Background: an optimization exercise with open tools, aiming at small area and few clock cycles. Do not read the settings as production practice. No functional check of the RTL was part of any run shown here. Power is estimated from default activity; no workload was simulated.

===== design.v =====
`default_nettype none
`timescale 1ns/1ps
module krnl_vadd_rtl_control_s_axi
#(parameter
    C_S_AXI_ADDR_WIDTH = 6,
    C_S_AXI_DATA_WIDTH = 32
)(
    input  wire                          ACLK,
    input  wire                          ARESET,
    input  wire [C_S_AXI_ADDR_WIDTH-1:0] AWADDR,
    input  wire                          AWVALID,
    output wire                          AWREADY,
    input  wire [C_S_AXI_DATA_WIDTH-1:0] WDATA,
    input  wire [C_S_AXI_DATA_WIDTH/8-1:0] WSTRB,
    input  wire                          WVALID,
    output wire                          WREADY,
    output wire [1:0]                    BRESP,
    output wire                          BVALID,
    input  wire                          BREADY,
    input  wire [C_S_AXI_ADDR_WIDTH-1:0] ARADDR,
    input  wire                          ARVALID,
    output wire                          ARREADY,
    output reg  [C_S_AXI_DATA_WIDTH-1:0] RDATA,
    output wire [1:0]                    RRESP,
    output wire                          RVALID,
    input  wire                          RREADY,
    output wire                          ap_start_pulse,
    input  wire                          ap_done,
    input  wire                          ap_idle,
    output wire [63:0]                   a,
    output wire [63:0]                   b,
    output wire [63:0]                   c,
    output wire [31:0]                   length_r
);
localparam
    ADDR_AP_CTRL         = 6'h00,
    ADDR_GIE             = 6'h04,
    ADDR_IER             = 6'h08,
    ADDR_ISR             = 6'h0c,
    ADDR_A_DATA_0        = 6'h10,
    ADDR_A_DATA_1        = 6'h14,
    ADDR_B_DATA_0        = 6'h1c,
    ADDR_B_DATA_1        = 6'h20,
    ADDR_C_DATA_0        = 6'h28,
    ADDR_C_DATA_1        = 6'h2c,
    ADDR_LENGTH_R_DATA_0 = 6'h34;
reg         bvalid;
reg         rvalid;
reg  [5:0]  raddr;
reg  [3:0]  st;             
reg         int_ap_start;
reg         int_ap_done;
reg         int_auto_restart;
reg         int_gie;
reg  [1:0]  int_ier;
reg  [1:0]  int_isr;
reg  [63:0] int_a;
reg  [63:0] int_b;
reg  [63:0] int_c;
reg  [31:0] int_length_r;
wire        wr    = AWVALID & WVALID & ~bvalid & ~ARESET;
wire        ar_hs = ARVALID & ~rvalid & ~ARESET;
wire [31:0] wdat  = WDATA & {32{~ARESET}};
wire        wr0   = wr & WSTRB[0];
assign AWREADY = wr;
assign WREADY  = wr;
assign BRESP   = 2'b00;
assign BVALID  = bvalid;
assign ARREADY = ~rvalid & ~ARESET;
assign RRESP   = 2'b00;
assign RVALID  = rvalid;
assign a        = int_a;
assign b        = int_b;
assign c        = int_c;
assign length_r = int_length_r;
assign ap_start_pulse = wr0 & (AWADDR == ADDR_AP_CTRL) & WDATA[0] & ~int_ap_start;
always @(posedge ACLK) begin
    if (ARESET)
        bvalid <= 1'b0;
    else if (wr)
        bvalid <= 1'b1;
    else if (BREADY)
        bvalid <= 1'b0;
end
always @(posedge ACLK) begin
    if (ARESET)
        rvalid <= 1'b0;
    else if (ar_hs)
        rvalid <= 1'b1;
    else if (RREADY)
        rvalid <= 1'b0;
end
always @(posedge ACLK) begin
    if (ar_hs) begin
        raddr <= ARADDR;
        st    <= {ap_done, ap_idle, int_ap_done, int_ap_start};
    end
end
always @(*) begin
    case (raddr)
        ADDR_AP_CTRL:         RDATA = {24'd0, int_auto_restart, 3'd0, st};
        ADDR_GIE:             RDATA = {31'd0, int_gie};
        ADDR_IER:             RDATA = {30'd0, int_ier};
        ADDR_ISR:             RDATA = {30'd0, int_isr};
        ADDR_A_DATA_0:        RDATA = int_a[31:0];
        ADDR_A_DATA_1:        RDATA = int_a[63:32];
        ADDR_B_DATA_0:        RDATA = int_b[31:0];
        ADDR_B_DATA_1:        RDATA = int_b[63:32];
        ADDR_C_DATA_0:        RDATA = int_c[31:0];
        ADDR_C_DATA_1:        RDATA = int_c[63:32];
        ADDR_LENGTH_R_DATA_0: RDATA = int_length_r;
        default:              RDATA = 32'd0;
    endcase
end
always @(posedge ACLK) begin
    if (ARESET)
        int_ap_start <= 1'b0;
    else if (ap_start_pulse)
        int_ap_start <= 1'b1;
    else if (ap_done)
        int_ap_start <= int_auto_restart;
end
always @(posedge ACLK) begin
    if (ARESET)
        int_ap_done <= 1'b0;
    else if (ap_done)
        int_ap_done <= 1'b1;
    else if (ar_hs && ARADDR == ADDR_AP_CTRL)
        int_ap_done <= 1'b0;
end
always @(posedge ACLK) begin
    if (ARESET)
        int_auto_restart <= 1'b0;
    else if (wr0 && AWADDR == ADDR_AP_CTRL)
        int_auto_restart <= WDATA[7];
end
always @(posedge ACLK) begin
    if (ARESET)
        int_gie <= 1'b0;
    else if (wr0 && AWADDR == ADDR_GIE)
        int_gie <= WDATA[0];
end
always @(posedge ACLK) begin
    if (ARESET)
        int_ier <= 2'b0;
    else if (wr0 && AWADDR == ADDR_IER)
        int_ier <= WDATA[1:0];
end
always @(posedge ACLK) begin
    if (ARESET)
        int_isr <= 2'b0;
    else if (ap_done)
        int_isr <= int_isr | int_ier;
    else if (wr0 && AWADDR == ADDR_ISR)
        int_isr <= int_isr ^ WDATA[1:0];
end
function automatic [3:0] be(input [5:0] addr);
    be = {4{ARESET}} | ({4{wr && AWADDR == addr}} & WSTRB);
endfunction
wire [3:0] be_a0 = be(ADDR_A_DATA_0);
wire [3:0] be_a1 = be(ADDR_A_DATA_1);
wire [3:0] be_b0 = be(ADDR_B_DATA_0);
wire [3:0] be_b1 = be(ADDR_B_DATA_1);
wire [3:0] be_c0 = be(ADDR_C_DATA_0);
wire [3:0] be_c1 = be(ADDR_C_DATA_1);
wire [3:0] be_l  = be(ADDR_LENGTH_R_DATA_0);
genvar k;
generate
for (k = 0; k < 4; k = k + 1) begin : g_byte
    always @(posedge ACLK) begin
        if (be_a0[k]) int_a[8*k +: 8]        <= wdat[8*k +: 8];
        if (be_a1[k]) int_a[32 + 8*k +: 8]   <= wdat[8*k +: 8];
        if (be_b0[k]) int_b[8*k +: 8]        <= wdat[8*k +: 8];
        if (be_b1[k]) int_b[32 + 8*k +: 8]   <= wdat[8*k +: 8];
        if (be_c0[k]) int_c[8*k +: 8]        <= wdat[8*k +: 8];
        if (be_c1[k]) int_c[32 + 8*k +: 8]   <= wdat[8*k +: 8];
        if (be_l[k])  int_length_r[8*k +: 8] <= wdat[8*k +: 8];
    end
end
endgenerate
endmodule
`default_nettype wire
`default_nettype none
`timescale 1 ns / 1 ps 
module krnl_vadd_rtl_int #( 
  parameter integer  C_S_AXI_CONTROL_DATA_WIDTH = 32,
  parameter integer  C_S_AXI_CONTROL_ADDR_WIDTH = 6,
  parameter integer  C_M_AXI_GMEM_ID_WIDTH = 1,
  parameter integer  C_M_AXI_GMEM_ADDR_WIDTH = 64,
  parameter integer  C_M_AXI_GMEM_DATA_WIDTH = 32
)
(
  input  wire  ap_clk,
  input  wire  ap_rst_n,
  output wire                                 m_axi_gmem_AWVALID,
  input  wire                                 m_axi_gmem_AWREADY,
  output wire [C_M_AXI_GMEM_ADDR_WIDTH-1:0]   m_axi_gmem_AWADDR,
  output wire [C_M_AXI_GMEM_ID_WIDTH - 1:0]   m_axi_gmem_AWID,
  output wire [7:0]                           m_axi_gmem_AWLEN,
  output wire [2:0]                           m_axi_gmem_AWSIZE,
  output wire [1:0]                           m_axi_gmem_AWBURST,
  output wire [1:0]                           m_axi_gmem_AWLOCK,
  output wire [3:0]                           m_axi_gmem_AWCACHE,
  output wire [2:0]                           m_axi_gmem_AWPROT,
  output wire [3:0]                           m_axi_gmem_AWQOS,
  output wire [3:0]                           m_axi_gmem_AWREGION,
  output wire                                 m_axi_gmem_WVALID,
  input  wire                                 m_axi_gmem_WREADY,
  output wire [C_M_AXI_GMEM_DATA_WIDTH-1:0]   m_axi_gmem_WDATA,
  output wire [C_M_AXI_GMEM_DATA_WIDTH/8-1:0] m_axi_gmem_WSTRB,
  output wire                                 m_axi_gmem_WLAST,
  output wire                                 m_axi_gmem_ARVALID,
  input  wire                                 m_axi_gmem_ARREADY,
  output wire [C_M_AXI_GMEM_ADDR_WIDTH-1:0]   m_axi_gmem_ARADDR,
  output wire [C_M_AXI_GMEM_ID_WIDTH-1:0]     m_axi_gmem_ARID,
  output wire [7:0]                           m_axi_gmem_ARLEN,
  output wire [2:0]                           m_axi_gmem_ARSIZE,
  output wire [1:0]                           m_axi_gmem_ARBURST,
  output wire [1:0]                           m_axi_gmem_ARLOCK,
  output wire [3:0]                           m_axi_gmem_ARCACHE,
  output wire [2:0]                           m_axi_gmem_ARPROT,
  output wire [3:0]                           m_axi_gmem_ARQOS,
  output wire [3:0]                           m_axi_gmem_ARREGION,
  input  wire                                 m_axi_gmem_RVALID,
  output wire                                 m_axi_gmem_RREADY,
  input  wire [C_M_AXI_GMEM_DATA_WIDTH - 1:0] m_axi_gmem_RDATA,
  input  wire                                 m_axi_gmem_RLAST,
  input  wire [C_M_AXI_GMEM_ID_WIDTH - 1:0]   m_axi_gmem_RID,
  input  wire [1:0]                           m_axi_gmem_RRESP,
  input  wire                                 m_axi_gmem_BVALID,
  output wire                                 m_axi_gmem_BREADY,
  input  wire [1:0]                           m_axi_gmem_BRESP,
  input  wire [C_M_AXI_GMEM_ID_WIDTH - 1:0]   m_axi_gmem_BID,
  input  wire                                    s_axi_control_AWVALID,
  output wire                                    s_axi_control_AWREADY,
  input  wire [C_S_AXI_CONTROL_ADDR_WIDTH-1:0]   s_axi_control_AWADDR,
  input  wire                                    s_axi_control_WVALID,
  output wire                                    s_axi_control_WREADY,
  input  wire [C_S_AXI_CONTROL_DATA_WIDTH-1:0]   s_axi_control_WDATA,
  input  wire [C_S_AXI_CONTROL_DATA_WIDTH/8-1:0] s_axi_control_WSTRB,
  input  wire                                    s_axi_control_ARVALID,
  output wire                                    s_axi_control_ARREADY,
  input  wire [C_S_AXI_CONTROL_ADDR_WIDTH-1:0]   s_axi_control_ARADDR,
  output wire                                    s_axi_control_RVALID,
  input  wire                                    s_axi_control_RREADY,
  output wire [C_S_AXI_CONTROL_DATA_WIDTH-1:0]   s_axi_control_RDATA,
  output wire [1:0]                              s_axi_control_RRESP,
  output wire                                    s_axi_control_BVALID,
  input  wire                                    s_axi_control_BREADY,
  output wire [1:0]                              s_axi_control_BRESP 
);
localparam integer LP_LOG_BURST = 1;
localparam integer LP_BURST     = 1 << LP_LOG_BURST;
localparam integer LP_BI_W      = (LP_LOG_BURST > 0) ? LP_LOG_BURST : 1;
logic        areset;
logic        ap_start_pulse;
logic        ap_done;
logic        running;
logic [63:0] a;
logic [63:0] b;
logic [63:0] c;
logic [31:0] length_r;
logic [15:0] lm1;
assign m_axi_gmem_AWID     = {C_M_AXI_GMEM_ID_WIDTH{1'b0}};
assign m_axi_gmem_AWSIZE   = 3'd2;
assign m_axi_gmem_AWBURST  = 2'b01;
assign m_axi_gmem_AWLOCK   = 2'b00;
assign m_axi_gmem_AWCACHE  = 4'b0011;
assign m_axi_gmem_AWPROT   = 3'b000;
assign m_axi_gmem_AWQOS    = 4'b0000;
assign m_axi_gmem_AWREGION = 4'b0000;
assign m_axi_gmem_ARID     = {C_M_AXI_GMEM_ID_WIDTH{1'b0}};
assign m_axi_gmem_ARSIZE   = 3'd2;
assign m_axi_gmem_ARBURST  = 2'b01;
assign m_axi_gmem_ARLOCK   = 2'b00;
assign m_axi_gmem_ARCACHE  = 4'b0011;
assign m_axi_gmem_ARPROT   = 3'b000;
assign m_axi_gmem_ARQOS    = 4'b0000;
assign m_axi_gmem_ARREGION = 4'b0000;
assign m_axi_gmem_WSTRB    = {C_M_AXI_GMEM_DATA_WIDTH/8{1'b1}};
assign m_axi_gmem_BREADY   = 1'b1;
always @(posedge ap_clk) begin
  areset <= ~ap_rst_n;
end
krnl_vadd_rtl_control_s_axi #(
  .C_S_AXI_ADDR_WIDTH( C_S_AXI_CONTROL_ADDR_WIDTH ),
  .C_S_AXI_DATA_WIDTH( C_S_AXI_CONTROL_DATA_WIDTH )
)
inst_krnl_vadd_control_s_axi (
  .ACLK           ( ap_clk                ),
  .ARESET         ( areset                ),
  .AWADDR         ( s_axi_control_AWADDR  ),
  .AWVALID        ( s_axi_control_AWVALID ),
  .AWREADY        ( s_axi_control_AWREADY ),
  .WDATA          ( s_axi_control_WDATA   ),
  .WSTRB          ( s_axi_control_WSTRB   ),
  .WVALID         ( s_axi_control_WVALID  ),
  .WREADY         ( s_axi_control_WREADY  ),
  .BRESP          ( s_axi_control_BRESP   ),
  .BVALID         ( s_axi_control_BVALID  ),
  .BREADY         ( s_axi_control_BREADY  ),
  .ARADDR         ( s_axi_control_ARADDR  ),
  .ARVALID        ( s_axi_control_ARVALID ),
  .ARREADY        ( s_axi_control_ARREADY ),
  .RDATA          ( s_axi_control_RDATA   ),
  .RRESP          ( s_axi_control_RRESP   ),
  .RVALID         ( s_axi_control_RVALID  ),
  .RREADY         ( s_axi_control_RREADY  ),
  .ap_start_pulse ( ap_start_pulse        ),
  .ap_done        ( ap_done               ),
  .ap_idle        ( ~running              ),
  .a              ( a                     ),
  .b              ( b                     ),
  .c              ( c                     ),
  .length_r       ( length_r              )
);
assign lm1 = length_r[15:0] - 1'b1;
always @(posedge ap_clk) begin
  if (areset)
    running <= 1'b0;
  else if (ap_start_pulse)
    running <= 1'b1;
  else if (ap_done)
    running <= 1'b0;
end
logic [15:0] ar_off;      
logic        ar_sel;      
logic        ar_done;
logic        ar_last;
logic        arxfer;
assign ar_last = (ar_off >> LP_LOG_BURST) == (lm1 >> LP_LOG_BURST);
assign m_axi_gmem_ARVALID = running & ~ar_done;
logic [63:0] ar_base;
logic [18:0] ar_lo;
assign ar_base = ar_sel ? b : a;
assign ar_lo = {1'b0, ar_base[17:0]} + {1'b0, ar_off, 2'b00};
assign m_axi_gmem_ARADDR  = {ar_base[63:18] + ar_lo[18], ar_lo[17:0]};
assign m_axi_gmem_ARLEN   = ar_last ? 8'(lm1 & (LP_BURST - 1)) : 8'(LP_BURST - 1);
assign arxfer = m_axi_gmem_ARVALID & m_axi_gmem_ARREADY;
always @(posedge ap_clk) begin
  if (ap_start_pulse) begin
    ar_off  <= 16'd0;
    ar_sel  <= 1'b0;
    ar_done <= 1'b0;
  end
  else if (arxfer) begin
    ar_sel <= ~ar_sel;
    if (ar_sel) begin
      ar_off  <= ar_off + LP_BURST;
      ar_done <= ar_last;
    end
  end
end
logic                               r_phase;    
logic [LP_BI_W-1:0]                 r_beat;
logic [C_M_AXI_GMEM_DATA_WIDTH-1:0] abuf [LP_BURST];
logic                               rxfer;
logic                               w_valid;
logic [C_M_AXI_GMEM_DATA_WIDTH-1:0] w_data;
assign m_axi_gmem_RREADY = ~r_phase | ~w_valid | m_axi_gmem_WREADY;
assign rxfer = m_axi_gmem_RVALID & m_axi_gmem_RREADY;
always @(posedge ap_clk) begin
  if (ap_start_pulse) begin
    r_phase <= 1'b0;
    r_beat  <= '0;
  end
  else if (rxfer) begin
    if (m_axi_gmem_RLAST) begin
      r_phase <= ~r_phase;
      r_beat  <= '0;
    end
    else begin
      r_beat  <= r_beat + 1'b1;
    end
  end
end
always @(posedge ap_clk) begin
  if (rxfer & ~r_phase) abuf[r_beat] <= m_axi_gmem_RDATA;
end
always @(posedge ap_clk) begin
  if (areset)
    w_valid <= 1'b0;
  else if (rxfer & r_phase)
    w_valid <= 1'b1;
  else if (m_axi_gmem_WREADY)
    w_valid <= 1'b0;
end
always @(posedge ap_clk) begin
  if (rxfer & r_phase) w_data <= abuf[r_beat] + m_axi_gmem_RDATA;
end
assign m_axi_gmem_WVALID = w_valid;
assign m_axi_gmem_WDATA  = w_data;
logic [15:0] w_cnt;
assign m_axi_gmem_WLAST = (&w_cnt[7:0]) | (w_cnt == lm1);
always @(posedge ap_clk) begin
  if (ap_start_pulse)
    w_cnt <= 16'd0;
  else if (m_axi_gmem_WVALID & m_axi_gmem_WREADY)
    w_cnt <= w_cnt + 1'b1;
end
logic [7:0] aw_idx;
logic       aw_done;
logic       aw_last;
assign aw_last = (aw_idx == lm1[15:8]);
assign m_axi_gmem_AWVALID = running & ~aw_done;
logic [8:0] aw_mid;
assign aw_mid = {1'b0, c[17:10]} + {1'b0, aw_idx};
assign m_axi_gmem_AWADDR  = {c[63:18] + aw_mid[8], aw_mid[7:0], c[9:0]};
assign m_axi_gmem_AWLEN   = aw_last ? lm1[7:0] : 8'hff;
always @(posedge ap_clk) begin
  if (ap_start_pulse) begin
    aw_idx  <= 8'd0;
    aw_done <= 1'b0;
  end
  else if (m_axi_gmem_AWVALID & m_axi_gmem_AWREADY) begin
    aw_idx  <= aw_idx + 1'b1;
    aw_done <= aw_last;
  end
end
logic [7:0] b_cnt;
assign ap_done = running & m_axi_gmem_BVALID & (b_cnt == lm1[15:8]);
always @(posedge ap_clk) begin
  if (ap_start_pulse)
    b_cnt <= 8'd0;
  else if (m_axi_gmem_BVALID)
    b_cnt <= b_cnt + 1'b1;
end
endmodule
`default_nettype wire
`default_nettype none
`timescale 1 ns / 1 ps 
module krnl_vadd_rtl #( 
  parameter integer  C_S_AXI_CONTROL_DATA_WIDTH = 32,
  parameter integer  C_S_AXI_CONTROL_ADDR_WIDTH = 6,
  parameter integer  C_M_AXI_GMEM_ID_WIDTH = 1,
  parameter integer  C_M_AXI_GMEM_ADDR_WIDTH = 64,
  parameter integer  C_M_AXI_GMEM_DATA_WIDTH = 32
)
(
  input  wire  ap_clk,
  input  wire  ap_rst_n,
  output wire                                 m_axi_gmem_AWVALID,
  input  wire                                 m_axi_gmem_AWREADY,
  output wire [C_M_AXI_GMEM_ADDR_WIDTH-1:0]   m_axi_gmem_AWADDR,
  output wire [C_M_AXI_GMEM_ID_WIDTH - 1:0]   m_axi_gmem_AWID,
  output wire [7:0]                           m_axi_gmem_AWLEN,
  output wire [2:0]                           m_axi_gmem_AWSIZE,
  output wire [1:0]                           m_axi_gmem_AWBURST,
  output wire [1:0]                           m_axi_gmem_AWLOCK,
  output wire [3:0]                           m_axi_gmem_AWCACHE,
  output wire [2:0]                           m_axi_gmem_AWPROT,
  output wire [3:0]                           m_axi_gmem_AWQOS,
  output wire [3:0]                           m_axi_gmem_AWREGION,
  output wire                                 m_axi_gmem_WVALID,
  input  wire                                 m_axi_gmem_WREADY,
  output wire [C_M_AXI_GMEM_DATA_WIDTH-1:0]   m_axi_gmem_WDATA,
  output wire [C_M_AXI_GMEM_DATA_WIDTH/8-1:0] m_axi_gmem_WSTRB,
  output wire                                 m_axi_gmem_WLAST,
  output wire                                 m_axi_gmem_ARVALID,
  input  wire                                 m_axi_gmem_ARREADY,
  output wire [C_M_AXI_GMEM_ADDR_WIDTH-1:0]   m_axi_gmem_ARADDR,
  output wire [C_M_AXI_GMEM_ID_WIDTH-1:0]     m_axi_gmem_ARID,
  output wire [7:0]                           m_axi_gmem_ARLEN,
  output wire [2:0]                           m_axi_gmem_ARSIZE,
  output wire [1:0]                           m_axi_gmem_ARBURST,
  output wire [1:0]                           m_axi_gmem_ARLOCK,
  output wire [3:0]                           m_axi_gmem_ARCACHE,
  output wire [2:0]                           m_axi_gmem_ARPROT,
  output wire [3:0]                           m_axi_gmem_ARQOS,
  output wire [3:0]                           m_axi_gmem_ARREGION,
  input  wire                                 m_axi_gmem_RVALID,
  output wire                                 m_axi_gmem_RREADY,
  input  wire [C_M_AXI_GMEM_DATA_WIDTH - 1:0] m_axi_gmem_RDATA,
  input  wire                                 m_axi_gmem_RLAST,
  input  wire [C_M_AXI_GMEM_ID_WIDTH - 1:0]   m_axi_gmem_RID,
  input  wire [1:0]                           m_axi_gmem_RRESP,
  input  wire                                 m_axi_gmem_BVALID,
  output wire                                 m_axi_gmem_BREADY,
  input  wire [1:0]                           m_axi_gmem_BRESP,
  input  wire [C_M_AXI_GMEM_ID_WIDTH - 1:0]   m_axi_gmem_BID,
  input  wire                                    s_axi_control_AWVALID,
  output wire                                    s_axi_control_AWREADY,
  input  wire [C_S_AXI_CONTROL_ADDR_WIDTH-1:0]   s_axi_control_AWADDR,
  input  wire                                    s_axi_control_WVALID,
  output wire                                    s_axi_control_WREADY,
  input  wire [C_S_AXI_CONTROL_DATA_WIDTH-1:0]   s_axi_control_WDATA,
  input  wire [C_S_AXI_CONTROL_DATA_WIDTH/8-1:0] s_axi_control_WSTRB,
  input  wire                                    s_axi_control_ARVALID,
  output wire                                    s_axi_control_ARREADY,
  input  wire [C_S_AXI_CONTROL_ADDR_WIDTH-1:0]   s_axi_control_ARADDR,
  output wire                                    s_axi_control_RVALID,
  input  wire                                    s_axi_control_RREADY,
  output wire [C_S_AXI_CONTROL_DATA_WIDTH-1:0]   s_axi_control_RDATA,
  output wire [1:0]                              s_axi_control_RRESP,
  output wire                                    s_axi_control_BVALID,
  input  wire                                    s_axi_control_BREADY,
  output wire [1:0]                              s_axi_control_BRESP 
);
krnl_vadd_rtl_int #(
  .C_S_AXI_CONTROL_DATA_WIDTH  ( C_S_AXI_CONTROL_DATA_WIDTH ),
  .C_S_AXI_CONTROL_ADDR_WIDTH  ( C_S_AXI_CONTROL_ADDR_WIDTH ),
  .C_M_AXI_GMEM_ID_WIDTH       ( C_M_AXI_GMEM_ID_WIDTH ),
  .C_M_AXI_GMEM_ADDR_WIDTH     ( C_M_AXI_GMEM_ADDR_WIDTH ),
  .C_M_AXI_GMEM_DATA_WIDTH     ( C_M_AXI_GMEM_DATA_WIDTH )
)
inst_krnl_vadd_rtl_int (
  .ap_clk                 ( ap_clk ),
  .ap_rst_n               ( ap_rst_n ),
  .m_axi_gmem_AWVALID     ( m_axi_gmem_AWVALID ),
  .m_axi_gmem_AWREADY     ( m_axi_gmem_AWREADY ),
  .m_axi_gmem_AWADDR      ( m_axi_gmem_AWADDR ),
  .m_axi_gmem_AWID        ( m_axi_gmem_AWID ),
  .m_axi_gmem_AWLEN       ( m_axi_gmem_AWLEN ),
  .m_axi_gmem_AWSIZE      ( m_axi_gmem_AWSIZE ),
  .m_axi_gmem_AWBURST     ( m_axi_gmem_AWBURST ),
  .m_axi_gmem_AWLOCK      ( m_axi_gmem_AWLOCK ),
  .m_axi_gmem_AWCACHE     ( m_axi_gmem_AWCACHE ),
  .m_axi_gmem_AWPROT      ( m_axi_gmem_AWPROT ),
  .m_axi_gmem_AWQOS       ( m_axi_gmem_AWQOS ),
  .m_axi_gmem_AWREGION    ( m_axi_gmem_AWREGION ),
  .m_axi_gmem_WVALID      ( m_axi_gmem_WVALID ),
  .m_axi_gmem_WREADY      ( m_axi_gmem_WREADY ),
  .m_axi_gmem_WDATA       ( m_axi_gmem_WDATA ),
  .m_axi_gmem_WSTRB       ( m_axi_gmem_WSTRB ),
  .m_axi_gmem_WLAST       ( m_axi_gmem_WLAST ),
  .m_axi_gmem_ARVALID     ( m_axi_gmem_ARVALID ),
  .m_axi_gmem_ARREADY     ( m_axi_gmem_ARREADY ),
  .m_axi_gmem_ARADDR      ( m_axi_gmem_ARADDR ),
  .m_axi_gmem_ARID        ( m_axi_gmem_ARID ),
  .m_axi_gmem_ARLEN       ( m_axi_gmem_ARLEN ),
  .m_axi_gmem_ARSIZE      ( m_axi_gmem_ARSIZE ),
  .m_axi_gmem_ARBURST     ( m_axi_gmem_ARBURST ),
  .m_axi_gmem_ARLOCK      ( m_axi_gmem_ARLOCK ),
  .m_axi_gmem_ARCACHE     ( m_axi_gmem_ARCACHE ),
  .m_axi_gmem_ARPROT      ( m_axi_gmem_ARPROT ),
  .m_axi_gmem_ARQOS       ( m_axi_gmem_ARQOS ),
  .m_axi_gmem_ARREGION    ( m_axi_gmem_ARREGION ),
  .m_axi_gmem_RVALID      ( m_axi_gmem_RVALID ),
  .m_axi_gmem_RREADY      ( m_axi_gmem_RREADY ),
  .m_axi_gmem_RDATA       ( m_axi_gmem_RDATA ),
  .m_axi_gmem_RLAST       ( m_axi_gmem_RLAST ),
  .m_axi_gmem_RID         ( m_axi_gmem_RID ),
  .m_axi_gmem_RRESP       ( m_axi_gmem_RRESP ),
  .m_axi_gmem_BVALID      ( m_axi_gmem_BVALID ),
  .m_axi_gmem_BREADY      ( m_axi_gmem_BREADY ),
  .m_axi_gmem_BRESP       ( m_axi_gmem_BRESP ),
  .m_axi_gmem_BID         ( m_axi_gmem_BID ),
  .s_axi_control_AWVALID  ( s_axi_control_AWVALID ),
  .s_axi_control_AWREADY  ( s_axi_control_AWREADY ),
  .s_axi_control_AWADDR   ( s_axi_control_AWADDR ),
  .s_axi_control_WVALID   ( s_axi_control_WVALID ),
  .s_axi_control_WREADY   ( s_axi_control_WREADY ),
  .s_axi_control_WDATA    ( s_axi_control_WDATA ),
  .s_axi_control_WSTRB    ( s_axi_control_WSTRB ),
  .s_axi_control_ARVALID  ( s_axi_control_ARVALID ),
  .s_axi_control_ARREADY  ( s_axi_control_ARREADY ),
  .s_axi_control_ARADDR   ( s_axi_control_ARADDR ),
  .s_axi_control_RVALID   ( s_axi_control_RVALID ),
  .s_axi_control_RREADY   ( s_axi_control_RREADY ),
  .s_axi_control_RDATA    ( s_axi_control_RDATA ),
  .s_axi_control_RRESP    ( s_axi_control_RRESP ),
  .s_axi_control_BVALID   ( s_axi_control_BVALID ),
  .s_axi_control_BREADY   ( s_axi_control_BREADY ),
  .s_axi_control_BRESP    ( s_axi_control_BRESP )
);
endmodule
`default_nettype wire

===== flow/run.sh =====
#!/bin/bash
# Standard layout, with the smallest buffer on every input and output port
# instead of the default port buffer cell.
set -euo pipefail
export BUFFER_PORTS_ARGS="-buffer_cell sky130_fd_sc_hd__buf_1"
bash standard.sh BUFFER_PORTS_ARGS="$BUFFER_PORTS_ARGS" finish > standard_flow.log 2>&1

===== standard.sh =====
#!/bin/bash
# synth_recipe.tcl (not shown) runs the flow's synth.tcl, then flattens the netlist and writes it again
# the make line also repeats each setting of config.mk as NAME=value (left out here)
make -C /OpenROAD-flow-scripts/flow DESIGN_CONFIG=/design/flow/config.mk WORK_HOME=/design/flow/orfs CLKGATE_MAP_FILE= SYNTH_SCRIPT=/design/flow/synth_recipe.tcl "${@:-finish}"

===== config.mk =====
export PLATFORM = sky130hd
export DESIGN_NAME = krnl_vadd_rtl
export DESIGN_NICKNAME = krnl_vadd_rtl
export VERILOG_FILES = /design/flow/design.v
export SDC_FILE = /design/flow/constraint.sdc
export NUM_CORES = 4
export LEC_CHECK = 0
export CAP_MARGIN = 20
export CORE_MARGIN = 2
export CORE_UTILIZATION = 60
export CTS_BUF_LIST = sky130_fd_sc_hd__clkbuf_16
export CTS_CLUSTER_DIAMETER = 60
export CTS_CLUSTER_SIZE = 30
export PLACE_DENSITY = 0.75
export SLEW_MARGIN = 20

===== constraint.sdc =====
create_clock -name core_clock -period 8.0 [get_ports {ap_clk}]
set_input_delay 1.6000 -clock core_clock [delete_from_list [all_inputs] [get_ports {ap_clk}]]
set_output_delay 1.6000 -clock core_clock [all_outputs]
set_load 0.01 [all_outputs]

==> impl_metrics.csv, run 1 <==
group,metric,value,unit
cts,root_buffer,"clkbuf_16",
route,firstDrtPassIters,6,
pwr,leakage,8.60,nW
place,io_buffers,303,
place,pre_cts_ws,0.741,ns
pwr,pwr-share-comb,14.7,%
route,num_vias,16033,
cts,clk_latency,0.54,ns
floorplan,start_util,60.5,%
pwr,p_int,3.57,mW
cts,clock_path_buffers,3,
min_path,hold_depth,0,
logic_synthesis,yosysMostFrequentCell,"edfxtp_1",
layout,layout.nets,2289,
layout,regArea,11200,µm²
cts,cts_buffers,34,
cts,cts_setup_buffers,0,
sta,fmax,0.133,GHz
route,wirelength,59100,µm
logic_synthesis,synthTopCellsByArea,"edfxtp_1, dfxtp_1, xnor2_1",
logic_synthesis,synth_edf_count,330,
global_routing,antenna_found_initial,4,
layout,final_cells,2615,
sta,tightest_slew,1.04,ns
floorplan,rows,69,
worst_setup_path,cp_max_fo,16,
worst_setup_path,cp_data_arrival_time,5.89,ns
cts,clkTransAtPathRegs,0.07,ns
global_routing,grt_util_all_layers,31.1,%
sta,hold_violations,0,
sta,clock_skew,0.0210,ns
route,vias_per_cell,6.13,
logic_synthesis,yosys_warnings,2,
pwr,clock_power_share,33.8,%
floorplan,coreArea,35400,µm²
place,dp.cells,2549,
logic_synthesis,ys_seq_area_share,52.4,%
layout,area_growth,11.4,%
pwr,p_per_area,207,nW/µm²
layout,nFillCells,2655,
pwr,switching_power,1.36,mW
logic_synthesis,synth_common_cells,"edfxtp_1, nor2_1, xnor2_1, nand2_1, xor2_1",
global_routing,grt_pass1_wl,87100,µm
logic_synthesis,ys_types,73,
logic_synthesis,yosys.area.top_type_share,46.3,%
worst_setup_path,r2r_cells,13,
pwr,vdd_drop_max,0.000196,V
sta,final.min_clock_period,7.49,ns
place,post-dp-hpwl,43500,µm
worst_setup_path,cp-start-kind,"register",
global_routing,grt_pass1_vias,15001,
cts,cts_tree,"yes",
logic_synthesis,yosys_register_bits,396,
logic_synthesis,syn_area,21400,µm²
status,status,"complete, no violations",
sta,min_period_over_period,93.7,%
logic_synthesis,syn_avg_cell_area,11.6,µm²
pwr,total_power,4.93,mW
cts,postCtsHoldBufs,0,
min_path,hold_class,"register to register",
global_routing,gr-total-overflow,0,
flow_run,drv_cap,0,
cts,clkSinkCount,396,
route,drc,0,
sta,max_slew_margin,30.1,%
floorplan,dieArea,37200,µm²
logic_synthesis,ys.flop_type,"edfxtp_1",
sta,setup_slack,0.506,ns
pwr,swShare,27.6,%
route,drt_iter0_drc,1802,
cts,htree_levels,2,
pwr,p_seq_share,51.5,%
logic_synthesis,async_flop_share,0,%
worst_setup_path,path_class,"register to output pin",
sta,slew_viol_final,0,
logic_synthesis,synth_largest_area_cell,"edfxtp_1",
sta,setup_tns,0,ns
floorplan,die_w,193,µm
route,final_antenna_net_count,0,
worst_setup_path,end_kind,"output pin",
place,place_congestion,0.934,
route,wl_per_cell,22.6,µm
floorplan,die_y,193,µm
worst_setup_path,worstPathRequired,6.40,ns
sta,setup_viol_count_final,0,
global_routing,grt_max_degree,76,
logic_synthesis,syn_inst,1847,
sta,grt_setup_unrepaired,"false",
floorplan,io_pins,372,
layout,drive_gt1_share,7.72,%
layout,multi_input_area,9550,µm²
[layout make-up]
type	instances	area share, %
Clock buffer	35	3.67
Clock inverter	26	0.965
Tap cell	461	2.42
Multi-Input combinational cell	1342	40.0
Antenna cell	5	0.0524
Timing Repair Buffer	321	5.33
Sequential cell	396	47.1
Inverter	29	0.456
[what timing repair did]
| action | in CTS | in global routing |
|---|---|---|
| setup endpoints to repair | 0 | 11 |
| gates resized for setup | 0 | 5 |
| endpoints found under the hold margin | 0 | 0 |
[flip-flops by register name, indices dropped and copies added, names as in the netlist, 15 cells and up, named ones only]
register	flops
inst_krnl_vadd_rtl_int.abuf	64
inst_krnl_vadd_rtl_int.ar_off	15
inst_krnl_vadd_rtl_int.inst_krnl_vadd_control_s_axi.int_a	64
inst_krnl_vadd_rtl_int.inst_krnl_vadd_control_s_axi.int_b	64
inst_krnl_vadd_rtl_int.inst_krnl_vadd_control_s_axi.int_c	64
inst_krnl_vadd_rtl_int.w_cnt	16
inst_krnl_vadd_rtl_int.w_data	32
[stage by stage]
step	util, %	hold WS [ns]	instance area (µm²)
floorplan	-	0.409	21600
global placement	64.2	0.420	22700
detailed placement	64.2	0.433	22700
CTS	67.3	0.443	23800
global route	67.4	0.458	23900
finish	67.4	0.447	23900
[cells in the final DEF, fill, tap and decap left out, types with 6 or more instances in the layout]
| master | Yosys | layout |
|---|---|---|
| nor3_2 | 3 | 6 |
| nor2b_1 | 51 | 51 |
| and3_1 | 31 | 31 |
| o211ai_1 | 6 | 6 |
| nand3_1 | 89 | 89 |
| xnor2_1 | 120 | 120 |
| a222oi_1 | 32 | 32 |
| and4_1 | 6 | 6 |
| conb_1 | 2 | 62 |
| nand2_1 | 116 | 116 |
| nand2b_1 | 8 | 8 |
| o21bai_1 | 8 | 8 |
| o21ai_0 | 24 | 23 |
| or3_1 | 11 | 11 |
| nor3_1 | 29 | 25 |
| a21oi_1 | 59 | 59 |
| buf_1 | 11 | 303 |
| nand3b_1 | 20 | 20 |
| and2_1 | 9 | 9 |
| a31oi_1 | 7 | 7 |
| edfxtp_1 | 330 | 330 |
| a21o_1 | 47 | 47 |
| nor4_1 | 12 | 10 |
| inv_1 | 29 | 29 |
| a22oi_1 | 66 | 66 |
| buf_4 | 76 | 18 |
| clkbuf_16 | 0 | 35 |
| mux2_2 | 54 | 54 |
| ha_1 | 63 | 63 |
| a211oi_1 | 14 | 14 |
| nor2_1 | 123 | 122 |
| mux2i_1 | 49 | 49 |
| dfxtp_1 | 66 | 64 |
| xor2_1 | 113 | 113 |
| nand4_1 | 29 | 29 |
[per-layer routing]
layer / wire, µm / vias up / global-route usage, %
met5: 16 / - / 0
met4: 2250 / 2 / 11.7
met3: 5350 / 118 / 5.59
met2: 27200 / 840 / 49.9
met1: 24300 / 7739 / 42.6
li1: - / 7334 / -
[cells by family (layout without fill, tap and decap cells)]
group                      count (synthesis)  in the layout  share of synthesized area, %
and+or+nand+nor                          567            567                          13.8
DFF                                      396            396                          52.4
AOI/OAI and AO/OA                        305            305                          10.3
xor gates and xnor gates                 239            239                          10.1
buffers and inverters                    169            411                          4.34
muxes                                    103            103                          5.13
adders and majority gates                 66             66                          3.96
other                                      2             67                        0.0351
[path summary, 6_finish.rpt]
kind | startpoint | to | slack, ns
setup reg to reg | register | inst_krnl_vadd_rtl_int.w_data[30] | 3.83
hold reg to reg | register | register | 0.45
setup / recovery | inst_krnl_vadd_rtl_int.ar_sel | m_axi_gmem_ARADDR[52] | 0.51
hold / removal | register | register | 0.45
[power by group through the flow]
stage                     Sequential [mW]  Clock (mW)  Combinational (mW)
after detailed placement             2.58           0               0.716
after CTS                            2.54        1.68               0.722
after floorplan                      2.56           0               0.524
after global routing                 2.55        1.75               0.801
final                                2.54        1.67               0.726
after global placement               2.58           0               0.696
[worst max-delay path, stage by stage, from the launching register on]
cell	delay (ns)
dfxtp_4	0.49
mux2_2	0.41
ha_1	0.28
a21o_1	0.10
a21o_1	0.14
a21oi_1	0.10
o21ai_1	0.27
a211oi_1	0.18
o41ai_2	0.45
a21oi_1	0.12
o21bai_1	0.36
ha_1	0.27
ha_1	0.20
inv_1	0.07
a211oi_1	0.36
nand2_1	0.31
or4_1	0.54
nor2_1	0.22
nand2_1	0.10
xor2_1	0.21
buf_1	0.18
==> inputs of run 2 (changes only) <==
--- a/config.mk
+++ b/config.mk
@@ -9,7 +9,7 @@
 export CORE_MARGIN = 2
 export CORE_UTILIZATION = 60
 export CTS_BUF_LIST = sky130_fd_sc_hd__clkbuf_16
-export CTS_CLUSTER_DIAMETER = 60
+export CTS_CLUSTER_DIAMETER = 100
 export CTS_CLUSTER_SIZE = 30
 export PLACE_DENSITY = 0.75
 export SLEW_MARGIN = 20
==> run 2 against run 1 <==
  * Still clean on timing, DRC and antenna
  * Clock power decreased by 38%
  * Via count is 0.77% lower
  * Register-to-register slack worse by 0.02 ns
  * Cell area shrank 2.6%
  * Power is 13% lower
  * Routed wire length shrank 0.95%
  * Die area is the same
==> impl_metrics.csv, run 2 <==
group,metric,value,unit
place,pre_cts_ws,0.741,ns
sta,clock_skew,0.0144,ns
place,place_congestion,0.934,
layout,layout_commonest_cell,"edfxtp_1",
logic_synthesis,yosys_warnings,2,
flow_run,drv_cap,0,
floorplan,io_pins,372,
layout,area_growth,8.51,%
sta,slew_viol_final,0,
cts,root_buffer,"clkbuf_16",
logic_synthesis,post_synth_and_or_nand_nor_area_fraction,13.8,%
worst_setup_path,end_kind,"output pin",
worst_setup_path,worstPathRequired,6.40,ns
global_routing,gr-total-overflow,0,
route,final_antenna_net_count,0,
pwr,leakage,8.33,nW
sta,min_period_over_period,94.2,%
global_routing,grtUsageMet2,49.7,%
worst_setup_path,cp_max_fo,16,
cts,clkSinkCount,396,
sta,setup_tns,0,ns
route,drc,0,
logic_synthesis,synthAdderAreaFrac,3.96,%
cts,clk_latency,0.53,ns
cts,cts_tree,"yes",
logic_synthesis,syn_avg_cell_area,11.6,µm²
floorplan,coreArea,35400,µm²
logic_synthesis,syn_inst,1847,
floorplan,start_util,60.5,%
global_routing,grt_pass1_vias,14827,
global_routing,grt_use_met3,5.14,%
sta,holdWs,0.455,ns
floorplan,die_y,193,µm
global_routing,top_usage_layer,"met2",
worst_setup_path,cp-start-kind,"register",
global_routing,grt_max_degree,76,
logic_synthesis,synth_top_family_by_area,"simple AND/OR/NAND/NOR gates",
global_routing,met1_usage,42.1,%
global_routing,grt_pass1_wl,86000,µm
route,num_vias,15910,
cts,clock_path_buffers,3,
logic_synthesis,synth_common_cells,"edfxtp_1, nor2_1, xnor2_1, nand2_1, xor2_1",
sta,hold_violations,0,
cts,cts_buffers,17,
route,vias_per_cell,6.16,
status,status,"complete, no violations",
sta,setup_slack,0.464,ns
logic_synthesis,yosysMostFrequentCell,"edfxtp_1",
route,drt_iter0_drc,1565,
logic_synthesis,synth-compound-area-share,10.3,%
logic_synthesis,yosys.area.top_type_share,46.3,%
global_routing,grt_util_all_layers,30.6,%
logic_synthesis,yosys_register_bits,396,
route,wirelength,58500,µm
pwr,p_per_area,185,nW/µm²
global_routing,antenna_found_initial,4,
logic_synthesis,synthMuxAreaShare,5.13,%
layout,layout.nets,2272,
sta,tightest_slew,1.08,ns
cts,clkTransAtPathRegs,0.11,ns
route,wl_per_cell,22.7,µm
place,post-dp-hpwl,43500,µm
route,firstDrtPassIters,8,
floorplan,rows,69,
layout,mostFrequentLayoutCells,"edfxtp_1, buf_1, nor2_1",
pwr,vdd_drop_max,0.000150,V
place,io_buffers,303,
floorplan,die_w,193,µm
logic_synthesis,synthXorXnorAreaFrac,10.1,%
floorplan,dieArea,37200,µm²
sta,final.min_clock_period,7.54,ns
sta,max_slew_margin,27.5,%
worst_setup_path,path_class,"register to output pin",
sta,setup_viol_count_final,0,
logic_synthesis,ys.flop_type,"edfxtp_1",
worst_setup_path,cp_data_arrival_time,5.94,ns
sta,grt_setup_unrepaired,"false",
logic_synthesis,async_flop_share,0,%
cts,cts_setup_buffers,0,
layout,drive_gt1_share,6.09,%
cts,htree_levels,1,
logic_synthesis,ys_types,73,
logic_synthesis,syn_area,21400,µm²
min_path,hold_class,"register to register",
logic_synthesis,ys_seq_area_share,52.4,%
sta,fmax,0.133,GHz
logic_synthesis,synthTopCellsByArea,"edfxtp_1, dfxtp_1, xnor2_1",
logic_synthesis,synth_largest_area_cell,"edfxtp_1",
logic_synthesis,synth_edf_count,330,
## run 2: cell counts after synthesis
Identical to the previous run, type by type.
## run 2: area by class of cell
class / count / area, µm²
multi-input combinational: 1342 / 9550
clock buffer: 17 / 425
inverter: 29 / 109
sequential: 396 / 11200
timing repair buffer: 321 / 1270
fill: 2731 / 12200
clock inverter: 12 / 61.3
tap: 461 / 577
antenna: 3 / 7.51
## run 2: logic make-up after synthesis
group,count (synthesis)
flip-flops,396
AO/OA/AOI/OAI,305
XOR/XNOR,239
multiplexers,103
adder cells (fa/ha/maj),66
other,2
AND/OR/NAND/NOR,567
buffers and inverters,169
## run 2: worst max-delay path, cell delays in order (launching register included)
cell      delay, ns
dfxtp_4        0.51
mux2_2         0.41
ha_1           0.28
a21o_1         0.10
a21o_1         0.14
a21oi_1        0.10
o21ai_1        0.27
a211oi_1       0.18
o41ai_2        0.45
a21oi_1        0.12
o21bai_1       0.36
ha_1           0.28
ha_1           0.20
inv_1          0.07
a211oi_1       0.35
nand2_1        0.31
or4_1          0.54
nor2_1         0.22
nand2_1        0.10
xor2_1         0.23
buf_1          0.18
## run 2: final timing paths
check,start,to,slack (ns),cells past startpoint
worst min-delay path,inst_krnl_vadd_rtl_int.ar_done,inst_krnl_vadd_rtl_int.ar_done,0.45,2
worst min register to register,inst_krnl_vadd_rtl_int.ar_done,inst_krnl_vadd_rtl_int.ar_done,0.45,2
worst max-delay path,inst_krnl_vadd_rtl_int.ar_sel,m_axi_gmem_ARADDR[52],0.46,20
worst max register to register,register,inst_krnl_vadd_rtl_int.w_data[30],3.81,13
## run 2: what timing repair did
action	in CTS	in global routing
gates resized for setup	0	5
hold buffers	0	0
endpoints found under the setup margin	0	14
## run 2: where the power goes
part	internal (mW)	total (mW)	switching, mW	leakage [nW]
Sequential	2.42	2.54	0.119	3.83
Combinational	0.288	0.725	0.437	4.24
Clock	0.400	1.03	0.630	0.265
Total	3.11	4.29	1.19	8.33
## run 2: stage by stage
step                instance area [µm²]  util, %  cells  power, mW
CTS                               23200     65.6   2578       4.30
finish                            23200     65.7   2581       4.29
floorplan                         21600        -   1907       3.08
global placement                  22700     64.2   2549       3.27
global route                      23200     65.6   2578       4.45
detailed placement                22700     64.2   2549       3.30
## run 2: routing by layer
layer	up-vias	share of wire [%]
met1	7732	41
met3	101	9.5
met2	791	46
li1	7284	-
met5	-	0.027
met4	2	3.5
==> inputs of run 3 (changes only) <==
--- a/design.v
+++ b/design.v
@@ -1,4 +1,47 @@
 `default_nettype none
+module krnl_vadd_rtl_adder #(
+  parameter integer W = 32
+)
+(
+  input  wire [W-1:0] a,
+  input  wire [W-1:0] b,
+  input  wire         cin,
+  output wire [W-1:0] s,
+  output wire         cout
+);
+logic [W-1:0] p;     
+logic [W-1:0] gp;    
+logic [W-1:0] pp;    
+always_comb begin
+  p  = a ^ b;
+  gp = a & b;
+  pp = p;
+  gp[0] = gp[0] | (p[0] & cin);
+  for (int d = 1; d < W; d = d * 2) begin
+    for (int i = 2 * d - 1; i < W; i = i + 2 * d) begin
+      gp[i] = gp[i] | (pp[i] & gp[i - d]);
+      pp[i] = pp[i] & pp[i - d];
+    end
+  end
+  for (int d = 1 << $clog2(W); d >= 1; d = d / 2) begin
+    for (int i = 3 * d - 1; i < W; i = i + 2 * d) begin
+      gp[i] = gp[i] | (pp[i] & gp[i - d]);
+      pp[i] = pp[i] & pp[i - d];
+    end
+  end
+end
+generate
+  if (W > 1) begin : g_wide
+    assign s = p ^ {gp[W-2:0], cin};
+  end
+  else begin : g_bit
+    assign s = p ^ cin;
+  end
+endgenerate
+assign cout = gp[W-1];
+endmodule
+`default_nettype wire
+`default_nettype none
 `timescale 1ns/1ps
 module krnl_vadd_rtl_control_s_axi
 #(parameter
@@ -25,8 +68,8 @@
     output wire                          RVALID,
     input  wire                          RREADY,
     output wire                          ap_start_pulse,
+    output wire                          ap_start,
     input  wire                          ap_done,
-    input  wire                          ap_idle,
     output wire [63:0]                   a,
     output wire [63:0]                   b,
     output wire [63:0]                   c,
@@ -46,8 +89,8 @@
     ADDR_LENGTH_R_DATA_0 = 6'h34;
 reg         bvalid;
 reg         rvalid;
-reg  [5:0]  raddr;
-reg  [3:0]  st;             
+reg  [3:0]  raddr;          
+reg  [1:0]  st;             
 reg         int_ap_start;
 reg         int_ap_done;
 reg         int_auto_restart;
@@ -69,6 +112,7 @@
 assign ARREADY = ~rvalid & ~ARESET;
 assign RRESP   = 2'b00;
 assign RVALID  = rvalid;
+assign ap_start = int_ap_start;
 assign a        = int_a;
 assign b        = int_b;
 assign c        = int_c;
@@ -92,24 +136,24 @@
 end
 always @(posedge ACLK) begin
     if (ar_hs) begin
-        raddr <= ARADDR;
-        st    <= {ap_done, ap_idle, int_ap_done, int_ap_start};
+        raddr <= (ARADDR[1:0] == 2'b00) ? ARADDR[5:2] : 4'h6;
+        st    <= {int_ap_done | ap_done, ap_done ? int_auto_restart : int_ap_start};
     end
 end
 always @(*) begin
     case (raddr)
-        ADDR_AP_CTRL:         RDATA = {24'd0, int_auto_restart, 3'd0, st};
-        ADDR_GIE:             RDATA = {31'd0, int_gie};
-        ADDR_IER:             RDATA = {30'd0, int_ier};
-        ADDR_ISR:             RDATA = {30'd0, int_isr};
-        ADDR_A_DATA_0:        RDATA = int_a[31:0];
-        ADDR_A_DATA_1:        RDATA = int_a[63:32];
-        ADDR_B_DATA_0:        RDATA = int_b[31:0];
-        ADDR_B_DATA_1:        RDATA = int_b[63:32];
-        ADDR_C_DATA_0:        RDATA = int_c[31:0];
-        ADDR_C_DATA_1:        RDATA = int_c[63:32];
-        ADDR_LENGTH_R_DATA_0: RDATA = int_length_r;
-        default:              RDATA = 32'd0;
+        ADDR_AP_CTRL[5:2]:         RDATA = {24'd0, int_auto_restart, 4'd0, ~st[0], st};
+        ADDR_GIE[5:2]:             RDATA = {31'd0, int_gie};
+        ADDR_IER[5:2]:             RDATA = {30'd0, int_ier};
+        ADDR_ISR[5:2]:             RDATA = {30'd0, int_isr};
+        ADDR_A_DATA_0[5:2]:        RDATA = int_a[31:0];
+        ADDR_A_DATA_1[5:2]:        RDATA = int_a[63:32];
+        ADDR_B_DATA_0[5:2]:        RDATA = int_b[31:0];
+        ADDR_B_DATA_1[5:2]:        RDATA = int_b[63:32];
+        ADDR_C_DATA_0[5:2]:        RDATA = int_c[31:0];
+        ADDR_C_DATA_1[5:2]:        RDATA = int_c[63:32];
+        ADDR_LENGTH_R_DATA_0[5:2]: RDATA = int_length_r;
+        default:                   RDATA = 32'd0;
     endcase
 end
 always @(posedge ACLK) begin
@@ -123,10 +167,10 @@
 always @(posedge ACLK) begin
     if (ARESET)
         int_ap_done <= 1'b0;
-    else if (ap_done)
-        int_ap_done <= 1'b1;
     else if (ar_hs && ARADDR == ADDR_AP_CTRL)
         int_ap_done <= 1'b0;
+    else if (ap_done)
+        int_ap_done <= 1'b1;
 end
 always @(posedge ACLK) begin
     if (ARESET)
@@ -254,6 +298,7 @@
 localparam integer LP_BI_W      = (LP_LOG_BURST > 0) ? LP_LOG_BURST : 1;
 logic        areset;
 logic        ap_start_pulse;
+logic        ap_start;
 logic        ap_done;
 logic        running;
 logic [63:0] a;
@@ -279,9 +324,7 @@
 assign m_axi_gmem_ARREGION = 4'b0000;
 assign m_axi_gmem_WSTRB    = {C_M_AXI_GMEM_DATA_WIDTH/8{1'b1}};
 assign m_axi_gmem_BREADY   = 1'b1;
-always @(posedge ap_clk) begin
-  areset <= ~ap_rst_n;
-end
+assign areset = ~ap_rst_n;
 krnl_vadd_rtl_control_s_axi #(
   .C_S_AXI_ADDR_WIDTH( C_S_AXI_CONTROL_ADDR_WIDTH ),
   .C_S_AXI_DATA_WIDTH( C_S_AXI_CONTROL_DATA_WIDTH )
@@ -307,46 +350,46 @@
   .RVALID         ( s_axi_control_RVALID  ),
   .RREADY         ( s_axi_control_RREADY  ),
   .ap_start_pulse ( ap_start_pulse        ),
+  .ap_start       ( ap_start              ),
   .ap_done        ( ap_done               ),
-  .ap_idle        ( ~running              ),
   .a              ( a                     ),
   .b              ( b                     ),
   .c              ( c                     ),
   .length_r       ( length_r              )
 );
 assign lm1 = length_r[15:0] - 1'b1;
-always @(posedge ap_clk) begin
-  if (areset)
-    running <= 1'b0;
-  else if (ap_start_pulse)
-    running <= 1'b1;
-  else if (ap_done)
-    running <= 1'b0;
-end
-logic [15:0] ar_off;      
+assign running = ap_start;
+logic [15:1] ar_off;      
 logic        ar_sel;      
 logic        ar_done;
 logic        ar_last;
 logic        arxfer;
-assign ar_last = (ar_off >> LP_LOG_BURST) == (lm1 >> LP_LOG_BURST);
+assign ar_last = (ar_off[15:1] == lm1[15:1]);
 assign m_axi_gmem_ARVALID = running & ~ar_done;
 logic [63:0] ar_base;
-logic [18:0] ar_lo;
+logic [17:3] ar_lo;
+logic        ar_lo_c;
+logic [63:18] ar_hi;
 assign ar_base = ar_sel ? b : a;
-assign ar_lo = {1'b0, ar_base[17:0]} + {1'b0, ar_off, 2'b00};
-assign m_axi_gmem_ARADDR  = {ar_base[63:18] + ar_lo[18], ar_lo[17:0]};
-assign m_axi_gmem_ARLEN   = ar_last ? 8'(lm1 & (LP_BURST - 1)) : 8'(LP_BURST - 1);
+krnl_vadd_rtl_adder #(.W(15)) inst_ar_lo_add (
+  .a(ar_base[17:3]), .b(ar_off), .cin(1'b0), .s(ar_lo), .cout(ar_lo_c)
+);
+krnl_vadd_rtl_adder #(.W(46)) inst_ar_hi_inc (
+  .a(ar_base[63:18]), .b(46'd0), .cin(ar_lo_c), .s(ar_hi), .cout()
+);
+assign m_axi_gmem_ARADDR  = {ar_hi, ar_lo, ar_base[2:0]};
+assign m_axi_gmem_ARLEN   = {7'd0, ~ar_last | lm1[0]};
 assign arxfer = m_axi_gmem_ARVALID & m_axi_gmem_ARREADY;
 always @(posedge ap_clk) begin
   if (ap_start_pulse) begin
-    ar_off  <= 16'd0;
+    ar_off  <= 15'd0;
     ar_sel  <= 1'b0;
     ar_done <= 1'b0;
   end
   else if (arxfer) begin
     ar_sel <= ~ar_sel;
     if (ar_sel) begin
-      ar_off  <= ar_off + LP_BURST;
+      ar_off  <= ar_off + 1'b1;
       ar_done <= ar_last;
     end
   end
@@ -385,8 +428,12 @@
   else if (m_axi_gmem_WREADY)
     w_valid <= 1'b0;
 end
+logic [C_M_AXI_GMEM_DATA_WIDTH-1:0] sum;
+krnl_vadd_rtl_adder #(.W(C_M_AXI_GMEM_DATA_WIDTH)) inst_adder (
+  .a(abuf[r_beat]), .b(m_axi_gmem_RDATA), .cin(1'b0), .s(sum), .cout()
+);
 always @(posedge ap_clk) begin
-  if (rxfer & r_phase) w_data <= abuf[r_beat] + m_axi_gmem_RDATA;
+  if (rxfer & r_phase) w_data <= sum;
 end
 assign m_axi_gmem_WVALID = w_valid;
 assign m_axi_gmem_WDATA  = w_data;
@@ -403,9 +450,16 @@
 logic       aw_last;
 assign aw_last = (aw_idx == lm1[15:8]);
 assign m_axi_gmem_AWVALID = running & ~aw_done;
-logic [8:0] aw_mid;
-assign aw_mid = {1'b0, c[17:10]} + {1'b0, aw_idx};
-assign m_axi_gmem_AWADDR  = {c[63:18] + aw_mid[8], aw_mid[7:0], c[9:0]};
+logic [17:10] aw_mid;
+logic         aw_mid_c;
+logic [63:18] aw_hi;
+krnl_vadd_rtl_adder #(.W(8)) inst_aw_mid_add (
+  .a(c[17:10]), .b(aw_idx), .cin(1'b0), .s(aw_mid), .cout(aw_mid_c)
+);
+krnl_vadd_rtl_adder #(.W(46)) inst_aw_hi_inc (
+  .a(c[63:18]), .b(46'd0), .cin(aw_mid_c), .s(aw_hi), .cout()
+);
+assign m_axi_gmem_AWADDR  = {aw_hi, aw_mid, c[9:0]};
 assign m_axi_gmem_AWLEN   = aw_last ? lm1[7:0] : 8'hff;
 always @(posedge ap_clk) begin
   if (ap_start_pulse) begin
==> flow/run.sh (replaced) <==
#!/bin/bash
# Standard layout, with the smallest buffer on every input and output port
# instead of the default port buffer cell, and one tie cell per constant
# value instead of one per constant output.
set -euo pipefail
export BUFFER_PORTS_ARGS="-buffer_cell sky130_fd_sc_hd__buf_1"
export SKIP_REPAIR_TIE_FANOUT=1
bash standard.sh BUFFER_PORTS_ARGS="$BUFFER_PORTS_ARGS" SKIP_REPAIR_TIE_FANOUT=1 finish > standard_flow.log 2>&1
--- a/config.mk
+++ b/config.mk
@@ -10,6 +10,6 @@
 export CORE_UTILIZATION = 60
 export CTS_BUF_LIST = sky130_fd_sc_hd__clkbuf_16
 export CTS_CLUSTER_DIAMETER = 100
-export CTS_CLUSTER_SIZE = 30
+export CTS_CLUSTER_SIZE = 28
 export PLACE_DENSITY = 0.75
 export SLEW_MARGIN = 20
==> run 3 against run 2 <==
  * Routed wire length shrank 9.9%
  * Worst setup slack lost 0.30 ns
  * Global-route usage shrank 2.1 points
  * Sequential cell count shrank 6
  * Count of clock-buffer cells in the layout grew 2
  * Die area shrank 2.9%
  * Via count shrank 8.9%
  * Sequential power is essentially flat
  * Worst hold slack gained 0.028 ns
  * Highest routed layer unchanged
==> impl_metrics.csv, run 3 <==
group,metric,value,unit
status,status,"complete, no violations",
worst_setup_path,cp_cell_sequence,"buf_16 > mux2_2 > fa_1 > a21o_1 > a21oi_2 > o21bai_1 > a31oi_1 > o21ai_2 > nor4_2 > o41ai_1 > buf_4 > fa_1 > ha_1 > ha_1 > inv_1 > a221oi_4 > and4b_2 > nand4_1 > or2_2 > nor2b_1 > and2_1 > ha_1 > xor2_1 > buf_1",
global_routing,antenna_found_initial,3,
sta,clock_skew,0.0198,ns
sta,slew_viol_final,0,
floorplan,rows,68,
place,dp.cells,2325,
flow_run,drv_cap,0,
layout,drive_gt1_share,8.30,%
cts,htree_levels,1,
sta,holdWs,0.483,ns
global_routing,grt_pass1_wl,78700,µm
route,drt_iter0_drc,1393,
cts,clkTransAtPathRegs,0.11,ns
place,pre_cts_ws,0.589,ns
sta,grt_setup_unrepaired,"true",
logic_synthesis,yosys.area.top_type_share,47.1,%
floorplan,coreArea,34300,µm²
logic_synthesis,yosys_warnings,6,
logic_synthesis,ys_seq_area_share,53.3,%
worst_setup_path,cp_data_arrival_time,6.24,ns
logic_synthesis,syn_area,20800,µm²
logic_synthesis,ys_types,77,
logic_synthesis,synth_edf_count,326,
logic_synthesis,yosysMostFrequentCell,"edfxtp_1",
cts,cts_tree,"yes",
sta,fmax,0.128,GHz
floorplan,die_w,190,µm
global_routing,grt_use_met3,4.48,%
floorplan,die_y,190,µm
logic_synthesis,yosys_register_bits,390,
route,wirelength,52800,µm
sta,setup_slack,0.162,ns
worst_setup_path,cp_max_fo,26,
worst_setup_path,end_kind,"output pin",
logic_synthesis,async_flop_share,0,%
worst_setup_path,cp-start-kind,"register",
global_routing,met1_usage,40.7,%
worst_setup_path,max_stage_delay,0.51,ns
floorplan,dieArea,36100,µm²
logic_synthesis,synth_common_cells,"edfxtp_1, nand2_1, ha_1, nor2_1, xor2_1",
cts,clk_latency,0.54,ns
logic_synthesis,synthTopCellsByArea,"edfxtp_1, dfxtp_1, ha_1",
layout,postLayoutCoreUtil,65.7,%
layout,layout_commonest_cell,"edfxtp_1",
sta,setup_tns,0,ns
place,post-dp-hpwl,38700,µm
layout,final_cells,2360,
worst_setup_path,path_class,"register to output pin",
global_routing,grt_max_degree,64,
sta,tightest_slew,1.11,ns
pwr,p_per_area,195,nW/µm²
floorplan,start_util,60.6,%
route,num_vias,14498,
layout,area_growth,8.48,%
layout,mostFrequentLayoutCells,"edfxtp_1, buf_1, nand2_1",
global_routing,top_usage_layer,"met2",
min_path,hold_class,"register to register",
pwr,total_power,4.40,mW
route,drc,0,
cts,postCtsHoldBufs,0,
sta,final.min_clock_period,7.84,ns
cts,clkSinkCount,390,
sta,min_period_over_period,98.0,%
route,firstDrtPassIters,6,
cts,clock_path_buffers,3,
pwr,leakage,8.36,nW
cts,cts_buffers,18,
logic_synthesis,syn_inst,1680,
place,place_area,21900,µm²
floorplan,io_pins,372,
global_routing,gr-total-overflow,0,
route,vias_per_cell,6.14,
place,place_congestion,0.904,
global_routing,grtUsageMet2,44.9,%
global_routing,grt_util_all_layers,28.5,%
cts,root_buffer,"clkbuf_16",
worst_setup_path,cp_common_cell,"ha_1",
logic_synthesis,synth_largest_area_cell,"edfxtp_1",
place,io_buffers,303,
sta,setup_viol_count_final,0,
logic_synthesis,ys.flop_type,"edfxtp_1",
layout,final_area,22500,µm²
route,wl_per_cell,22.4,µm
worst_setup_path,worstPathRequired,6.40,ns
pwr,vdd_drop_max,0.000248,V
worst_setup_path,cp_slowest_cell,"dfxtp_4",
global_routing,grt_pass1_vias,14241,
worst_setup_path,cp_top_family,"adder cells",
worst_setup_path,crit_buf_inv,4,
sta,max_slew_margin,25.1,%
logic_synthesis,syn_avg_cell_area,12.4,µm²
sta,hold_violations,0,
layout,layout.nets,2121,
route,final_antenna_net_count,0,
## run 3: cell types whose count changed after synthesis, sizes merged, moves of 22 or more
cell,previous run,this run
xnor2,123,66
nor2,123,101
a21o,47,24
fa,3,28
ha,63,102
and2,10,50
xor2,113,86
a21oi,60,30
nand3,89,48
inv,29,57
nor2b,51,16
## run 3: logic make-up after synthesis
family | count (synthesis) | share of synthesized area, %
simple gates | 480 | 12.1
flops | 390 | 53.3
compound gates | 220 | 7.92
buf+inv | 194 | 4.95
xor+xnor | 163 | 7.60
fa+ha+maj | 130 | 8.84
mux | 101 | 5.29
other cells | 2 | 0.0361
## run 3: worst reg2reg max path: stages (launching register included)
cell and delay, ns:
dfxtp_2 0.73, buf_4 0.35, mux2_2 0.19, ha_1 0.14, inv_1 0.05, fa_1 0.41, nand2b_1 0.20, a21o_1 0.22
a2111oi_0 0.81, a2111oi_0 0.31, o311ai_0 0.74, a21o_1 0.23, a21o_1 0.13, fa_1 0.42
## run 3: repair_timing
| action | in CTS | in global routing |
|---|---|---|
| pin swaps | 1 | 1 |
| cloned | 0 | 1 |
| buffers inserted | 0 | 1 |
| resized for setup | 5 | 5 |
| setup endpoints to repair | 2 | 12 |
## run 3: final cells by class
class                           instances  area, µm²
Antenna cell                            1       2.50
Clock buffer                           19        475
Clock inverter                         13       73.8
Fill cell                            2650      11700
Inverter                               57        214
Multi-Input combinational cell       1096       8760
Sequential cell                       390      11100
Tap cell                              455        569
Timing Repair Buffer                  329       1370
## run 3: path summary, 6_finish.rpt
kind	to	start	slack [ns]	depth (start not counted)
max	m_axi_gmem_ARADDR[43]	inst_krnl_vadd_rtl_int.ar_sel	0.16	24
max reg2reg	inst_krnl_vadd_rtl_int.w_data[30]	register	2.82	13
min reg2reg	register	register	0.48	2
min	register	register	0.48	2
## run 3: power breakdown
group	total, mW	switching, mW	internal [mW]
sequential	2.56	0.145	2.42
clock	1.08	0.636	0.447
combinational	0.759	0.453	0.306
## run 3: metal layers
metal,up-vias,share of wire (%)
li1,6557,-
met1,7074,41
met2,765,46
met3,98,9.7
met4,4,3.1
met5,-,0.044
==> inputs of run 4 (changes only) <==
==> flow/run.sh (replaced) <==
#!/bin/bash
# Standard layout, with the smallest buffer on every input and output port
# instead of the default port buffer cell.
set -euo pipefail
export BUFFER_PORTS_ARGS="-buffer_cell sky130_fd_sc_hd__buf_1"
bash standard.sh BUFFER_PORTS_ARGS="$BUFFER_PORTS_ARGS" finish > standard_flow.log 2>&1
==> run 4 against run 3 <==
  * Still clean on timing, DRC and antenna
  * Power about the same
  * Sequential cell count unchanged
  * Global-route usage down 0.079 points
  * Cell area up 0.78%
  * Critical path depth unchanged
  * Count of clock-buffer cells in the layout unchanged
  * Clock skew about the same
  * Largest power group unchanged
==> impl_metrics.csv, run 4 <==
group,metric,value,unit
global_routing,grt_pass1_vias,14141,
sta,fmax,0.129,GHz
route,final_antenna_net_count,0,
status,status,"complete, no violations",
route,vias_per_cell,6.02,
layout,layout.nets,2180,
logic_synthesis,async_flop_share,0,%
place,place_congestion,0.892,
logic_synthesis,synth_edf_count,326,
sta,final.min_clock_period,7.73,ns
layout,postLayoutCoreUtil,66.3,%
route,num_vias,14551,
worst_setup_path,r2r_setup_slack,2.61,ns
logic_synthesis,syn_avg_cell_area,12.4,µm²
floorplan,die_w,190,µm
sta,setup_viol_count_final,0,
logic_synthesis,synth_largest_area_cell,"edfxtp_1",
pwr,total_power,4.40,mW
sta,tightest_slew,1.23,ns
floorplan,dieArea,36100,µm²
sta,hold_violations,0,
floorplan,coreArea,34300,µm²
layout,nFillCells,2654,
cts,postCtsHoldBufs,0,
logic_synthesis,yosys_warnings,6,
layout,layout_commonest_cell,"edfxtp_1",
worst_setup_path,worstPathRequired,6.40,ns
place,post-dp-hpwl,38200,µm
worst_setup_path,cp-start-kind,"register",
global_routing,grt_max_degree,65,
logic_synthesis,yosys.area.top_type_share,47.1,%
floorplan,start_util,60.6,%
logic_synthesis,ys_seq_area_share,53.3,%
cts,cts_tree,"yes",
floorplan,rows,68,
cts,clkTransAtPathRegs,0.12,ns
route,drc,0,
cts,clock_path_buffers,3,
layout,area_growth,9.33,%
sta,slew_viol_final,0,
floorplan,die_y,190,µm
layout,diodes,0,
worst_setup_path,path_class,"register to output pin",
sta,min_period_over_period,96.7,%
pwr,p_per_area,194,nW/µm²
flow_run,drv_cap,0,
pwr,vdd_drop_max,0.000156,V
place,io_buffers,303,
logic_synthesis,synthTopCellsByArea,"edfxtp_1, dfxtp_1, ha_1",
worst_setup_path,cp_data_arrival_time,6.13,ns
min_path,hold_class,"register to register",
cts,cts_buffers,18,
logic_synthesis,yosysMostFrequentCell,"edfxtp_1",
logic_synthesis,synth_common_cells,"edfxtp_1, nand2_1, ha_1, nor2_1, xor2_1",
layout,drive_gt1_share,8.00,%
route,wirelength,52200,µm
layout,multi_input_area,8980,µm²
sta,clock_skew,0.0197,ns
layout,mostFrequentLayoutCells,"edfxtp_1, buf_1, nand2_1",
logic_synthesis,ys_types,77,
logic_synthesis,yosys_register_bits,390,
cts,clk_latency,0.54,ns
route,wl_per_cell,21.6,µm
global_routing,antenna_found_initial,1,
layout,regArea,11100,µm²
sta,max_slew_margin,17.1,%
route,drt_iter0_drc,1418,
worst_setup_path,cp_max_fo,12,
cts,clkSinkCount,390,
logic_synthesis,syn_inst,1680,
global_routing,grt_util_all_layers,28.4,%
-- run 4: metrics by stage --
step | hold slack (ns) | setup slack, ns | cell area [µm²] | TNS [ns] | cells
6_report | 0.495 | 0.266 | 22700 | 0 | 2418
5_1_grt | 0.532 | -0.0973 | 22700 | -0.132 | 2418
4_1_cts | 0.493 | 0.0488 | 22700 | 0 | 2417
3_5_place_dp | 0.473 | 0.506 | 22100 | 0 | 2385
3_3_place_gp | 0.456 | 0.641 | 22100 | 0 | 2385
2_1_floorplan | 0.441 | 0.311 | 21000 | 0 | 1740
-- run 4: final cells by class --
type                       instances  share of cell area (%)
tap                              455                    2.51
multi-input combinational       1156                    39.6
clock inverter                    13                   0.319
timing repair buffer             328                    5.84
sequential                       390                    48.7
inverter                          57                   0.942
clock buffer                      19                    2.09
-- run 4: routing by layer --
metal | share of wire [%] | vias to the layer above | wire length [µm] | GRT usage (%)
met4 | 3.6 | 2 | 1880 | 10.5
met2 | 46 | 775 | 23900 | 44.4
met1 | 41 | 7069 | 21400 | 40.7
met5 | 0.025 | - | 13 | 0
li1 | - | 6605 | - | -
met3 | 9.7 | 100 | 5080 | 4.28
-- run 4: kinds of logic after synthesis --
kind of cell | after synthesis | synth area share (%)
other cells | 2 | 0.0361
flops | 390 | 53.3
xor+xnor | 163 | 7.60
simple gates | 480 | 12.1
fa+ha+maj | 130 | 8.84
buf+inv | 194 | 4.95
mux | 101 | 5.29
compound gates | 220 | 7.92
-- run 4: what timing repair did --
action                     4_1_cts  5_1_grt
resized for setup                2        7
setup endpoints to repair        2        6
buffers inserted                 0        1
pin swaps                        0        5
hold endpoints to repair         0        0
-- run 4: where the power goes --
group | internal, mW | switching [mW]
Sequential | 2.42 | 0.141
Clock | 0.446 | 0.639
Combinational | 0.305 | 0.456
Total | 3.17 | 1.24
-- run 4: worst paths after layout --
check / startpoint / end / cells after the start
worst max-delay path: inst_krnl_vadd_rtl_int.ar_sel / m_axi_gmem_ARADDR[43] / 24
worst min-delay path: register / register / 2
worst max register to register: register / inst_krnl_vadd_rtl_int.w_data[31] / 13
worst min register to register: register / register / 2
-- run 4: worst max-delay path, cell delays in order (launching register included) --
cell and delay [ns]:
dfxtp_4 0.48, mux2_2 0.38, ha_1 0.22, fa_1 0.42, a21o_1 0.17, a21oi_1 0.28, o21bai_1 0.14, a31oi_2 0.27
o21ai_2 0.10, nor4_1 0.27, o41ai_1 0.15, buf_4 0.16, fa_1 0.40, ha_1 0.21, ha_1 0.22, inv_1 0.15
a221oi_4 0.07, and4b_2 0.28, nand4_1 0.18, or2_2 0.24, nor2b_1 0.08, and2_1 0.16, ha_1 0.18, xor2_1 0.21
buf_1 0.19

Setup slack of run 4, layout unchanged: 0.266 ns with ideal ports, 0.211 ns with driving cells assumed (clock clkbuf_16, inputs buf_2), 0.801 ns with port delays also shifted by the 0.590 ns mid clock arrival.
